Background: an optimization exercise with open tools, aiming at small area and a short achievable clock period. Do not read the settings as production practice. The RTL was checked by simulation tests, not by an equivalence proof against the original design. Power figures rest on the tool's default switching activity, not on a simulated workload.

==> build 7: inputs <==
==> flow/design.v (excerpt) <==
module mxu_pe #(
    parameter Y_INDEX = 0   
) (
    input wire clk,
    input wire rst_n,
    input wire load_phase,
    input wire [7:0] load_weight_target_y,
    input wire [7:0] load_weight,
    input wire [7:0] activation,
    input wire [23:0] partial_sum,
    output reg [23:0] result,
    output reg phase_out,
    output reg [7:0] load_weight_target_y_out,
    output reg [7:0] weight_out,
    output reg [7:0] activation_out_bw
);
  reg ld1, ld2;
  reg [7:0] ty1, ty2;
  reg [7:0] lw1, lw2;
  reg [7:0] act1, act2, act3, act4;
  reg two0_1, one1_1, two1_1;   
  reg one2_2, two2_2, one3_2, two3_2;   
  reg [23:0] ps1;
  reg [23:0] mac2;
  reg mac2_t;
  reg [7:0] w_cur, w_old, w_nx1, w_nx2;
  wire hit2 = ld2 && (ty2 == Y_INDEX);
  wire [12:0] lo1;
  wire t1;
  wire [23:0] x2 = {mac2[23:13], ~mac2[12], mac2[11:0]};
  wire [23:0] sum2;
  mxu_pe_mac_lo mac_lo (
      .w(w_cur),
      .one0(act1[0]),
      .two0(two0_1),
      .neg0(act1[1]),
      .one1(one1_1),
  ...
clock: 6.2 ns
lec_check: 0
cap_margin: 20
core_margin: 2
core_utilization: 60
setup_slack_margin: 3.6
slew_margin: 20
synth_hierarchical: 1
standard.sh (not shown) runs the stock make flow with config.mk's settings and CLKGATE_MAP_FILE= SYNTH_SCRIPT=/design/flow/synth_recipe.tcl, a recipe that flattens the netlist after the stock synthesis.
==> flow/flow/run.sh <==
#!/bin/bash
# Standard ORFS layout with smaller port buffers, a clock tree without dummy loads, and
# useful skew between the two MAC pipeline stages (flow/skew.tcl, before global routing).
set -euo pipefail
export BUFFER_PORTS_ARGS="-buffer_cell sky130_fd_sc_hd__buf_1"
export CTS_ARGS="-sink_clustering_enable -sink_clustering_size 30 -sink_clustering_max_diameter 80 -repair_clock_nets -dont_use_dummy_load -buf_list {sky130_fd_sc_hd__clkbuf_16}"
bash standard.sh "PRE_GLOBAL_ROUTE_TCL=$PWD/flow/skew.tcl" finish > standard_flow.log 2>&1
==> flow/flow/skew.tcl <==
# Useful skew between the two MAC stages (registers with no path from an input or to an
# output only).  Runs before global routing, after clock tree synthesis.
#  - early: the stage-2 launch registers (w_old, act2 and the stage-2 Booth encodings) are
#    clocked by their own buffer straight from the clock port net, ahead of the tree leaves;
#  - late: the stage-1 adder's capture registers (mac2[12:0], mac2_t) are clocked by a buffer
#    hanging off a tree leaf, behind the other leaves.
# All registers with a path from an input port or to an output port stay on the tree leaves.
set block [ord::get_db_block]
set db [ord::get_db]

proc group_insts {block patterns} {
  set out {}
  foreach inst [$block getInsts] {
    set n [$inst getName]
    foreach p $patterns {
      if {[string match $p $n]} { lappend out $inst; break }
    }
  }
  return $out
}

proc centroid {insts} {
  set sx 0; set sy 0; set k 0
  foreach i $insts {
    set loc [$i getLocation]
    set sx [expr {$sx + [lindex $loc 0]}]
    set sy [expr {$sy + [lindex $loc 1]}]
    incr k
  }
  return [list [expr {$sx / $k}] [expr {$sy / $k}]]
}

proc add_clock_buffer {block db name master_name in_net insts} {
  set master [$db findMaster $master_name]
  set buf [odb::dbInst_create $block $master $name]
  set net [odb::dbNet_create $block "${name}_net"]
  $net setSigType CLOCK
  [$buf findITerm A] connect $in_net
  [$buf findITerm X] connect $net
  foreach i $insts {
    set it [$i findITerm CLK]
    $it disconnect
    $it connect $net
  }
  set c [centroid $insts]
  $buf setLocation [lindex $c 0] [lindex $c 1]
  $buf setPlacementStatus PLACED
  puts "skew: $name drives [llength $insts] registers from [$in_net getName]"
  return $buf
}

set early [group_insts $block {w_old* act2* one2_2* two2_2* one3_2* two3_2*}]
# mac2[23:13] only copy ps1[23:13]; the stage-1 adder results are mac2[12:0] and mac2_t
set late {}
foreach inst [$block getInsts] {
  set n [$inst getName]
  if {[regexp {^mac2\\?\[([0-9]+)\\?\]} $n -> bit] && $bit <= 12} { lappend late $inst }
  if {[string match {mac2_t*} $n]} { lappend late $inst }
}

# the net of the clock port
set clk_net [[$block findBTerm clk] getNet]
# a tree leaf net: the one now clocking the first late register
set leaf_net [[[lindex $late 0] findITerm CLK] getNet]

add_clock_buffer $block $db clkbuf_early sky130_fd_sc_hd__clkbuf_16 $clk_net $early
set late_buf [add_clock_buffer $block $db clkbuf_late sky130_fd_sc_hd__clkbuf_16 $leaf_net $late]
# one more buffer in front of it for extra delay
set pre_master [$db findMaster sky130_fd_sc_hd__clkbuf_2]
set pre [odb::dbInst_create $block $pre_master clkbuf_late_pre]
set pre_net [odb::dbNet_create $block clkbuf_late_pre_net]
$pre_net setSigType CLOCK
set a_it [$late_buf findITerm A]
$a_it disconnect
[$pre findITerm A] connect $leaf_net
[$pre findITerm X] connect $pre_net
$a_it connect $pre_net
set loc [$late_buf getLocation]
$pre setLocation [lindex $loc 0] [lindex $loc 1]
$pre setPlacementStatus PLACED

detailed_placement
check_placement
==> build 11 (differences from build 7) <==
--- a/flow/flow/skew.tcl
+++ b/flow/flow/skew.tcl
@@ -3,6 +3,6 @@
 #  - early: the stage-2 launch registers (w_old, act2 and the stage-2 Booth encodings) are
 #    clocked by their own buffer straight from the clock port net, ahead of the tree leaves;
-#  - late: the stage-1 adder's capture registers (mac2[12:0], mac2_t) are clocked by a buffer
-#    hanging off a tree leaf, behind the other leaves.
+#  - late: the stage-1 capture registers (mac2, mac2_t) are clocked by a buffer hanging off a
+#    tree leaf, behind the other leaves.
 # All registers with a path from an input port or to an output port stay on the tree leaves.
 set block [ord::get_db_block]
@@ -51,11 +51,5 @@
 
 set early [group_insts $block {w_old* act2* one2_2* two2_2* one3_2* two3_2*}]
-# mac2[23:13] only copy ps1[23:13]; the stage-1 adder results are mac2[12:0] and mac2_t
-set late {}
-foreach inst [$block getInsts] {
-  set n [$inst getName]
-  if {[regexp {^mac2\\?\[([0-9]+)\\?\]} $n -> bit] && $bit <= 12} { lappend late $inst }
-  if {[string match {mac2_t*} $n]} { lappend late $inst }
-}
+set late [group_insts $block {mac2*}]
 
 # the net of the clock port
@@ -65,18 +59,5 @@
 
 add_clock_buffer $block $db clkbuf_early sky130_fd_sc_hd__clkbuf_16 $clk_net $early
-set late_buf [add_clock_buffer $block $db clkbuf_late sky130_fd_sc_hd__clkbuf_16 $leaf_net $late]
-# one more buffer in front of it for extra delay
-set pre_master [$db findMaster sky130_fd_sc_hd__clkbuf_2]
-set pre [odb::dbInst_create $block $pre_master clkbuf_late_pre]
-set pre_net [odb::dbNet_create $block clkbuf_late_pre_net]
-$pre_net setSigType CLOCK
-set a_it [$late_buf findITerm A]
-$a_it disconnect
-[$pre findITerm A] connect $leaf_net
-[$pre findITerm X] connect $pre_net
-$a_it connect $pre_net
-set loc [$late_buf getLocation]
-$pre setLocation [lindex $loc 0] [lindex $loc 1]
-$pre setPlacementStatus PLACED
+add_clock_buffer $block $db clkbuf_late sky130_fd_sc_hd__clkbuf_16 $leaf_net $late
 
 detailed_placement
==> qor summary <==
| metric | build 11 | build 7 |
|---|---|---|
| Sequential power share | 49.3% | 49.4% |
| Fraction of the core area covered by cells at the end of the flow | 68.3% | 68.2% |
| Share of final layout cell area taken by clock buffers and inverters | 3.03% | 3.03% |
| Worst flop-to-flop path endpoint | mac2[12]$_DFF_PN0_ | result[22]$_DFF_PN0_ |
| Proportion of cell area occupied by multi-input gates | 31.1% | 31.0% |
| Vias/cell | 4.97 | 4.94 |
| Power Combinational | 829 uW | 827 uW |
| Reg-to-reg slack, setup | 3870 ps | 3890 ps |
| Outcome | complete, no violations | complete, no violations |
| Worst vdd ir | 0.239 mV | 0.239 mV |
| Routed metal-1 wire length | 5.29 mm | 5.25 mm |
| Leakage power summed over all cells | 0.00406 uW | 0.00405 uW |
| GR Util met2 | 34.1% | 33.8% |
| Global-route wire length before repair | 21.7 mm | 21.6 mm |
| Share of cells above drive strength 1 | 14.8% | 14.6% |
| All-layer global routing usage | 18.6% | 18.4% |
| Initial drt markers | 105 | 126 |
| Data arrival at the endpoint of the critical path | 2890 ps | 2650 ps |
| Startpoint of the worst-slack reg-to-reg timing path | act1[3]$_DFF_PN0_ | mac2[11]$_DFF_PN0_ |
| Buffering stage count on the worst path with inverters included | 1 | 0 |

[afterwards: timing with drivers on the ports]
No port has a modelled driver above. Below, the same layouts with a new extraction and two added sets of constraints. Step 1 sets driving cells, clkbuf_16 on the clock port and buf_2 on the other inputs (assumed; they add their load-dependent delay and slew). Step 2, shift: input delay + t, output delay - t, t = (earliest + latest rising clock arrival at the registers) / 2. This alone moves slack from input paths to output paths. a / b / c = ideal / step 1 / step 2; a / b = the first two.
run | t (ns) | setup WS [ns] | clock arrival spread, ns | worst register clock-pin slew, ns | cell pins on the clock port's net
build 7 | 0.493 | 3.888 / 3.888 / 3.503 | 0.586 / 0.586 | 0.10 / 0.10 | 2
build 11 | 0.453 | 3.866 / 3.866 / 3.547 | 0.504 / 0.504 | 0.11 / 0.11 | 2
In build 7 and build 11 the clock reaches the registers at very different times; t lies between them, and the last value is a rough guide only. For build 7, which loses most, drivers alone change the setup slack by 0.000 ns; drivers and shift together by -0.385 ns. The worst setup slack also covers recovery checks on asynchronous resets.
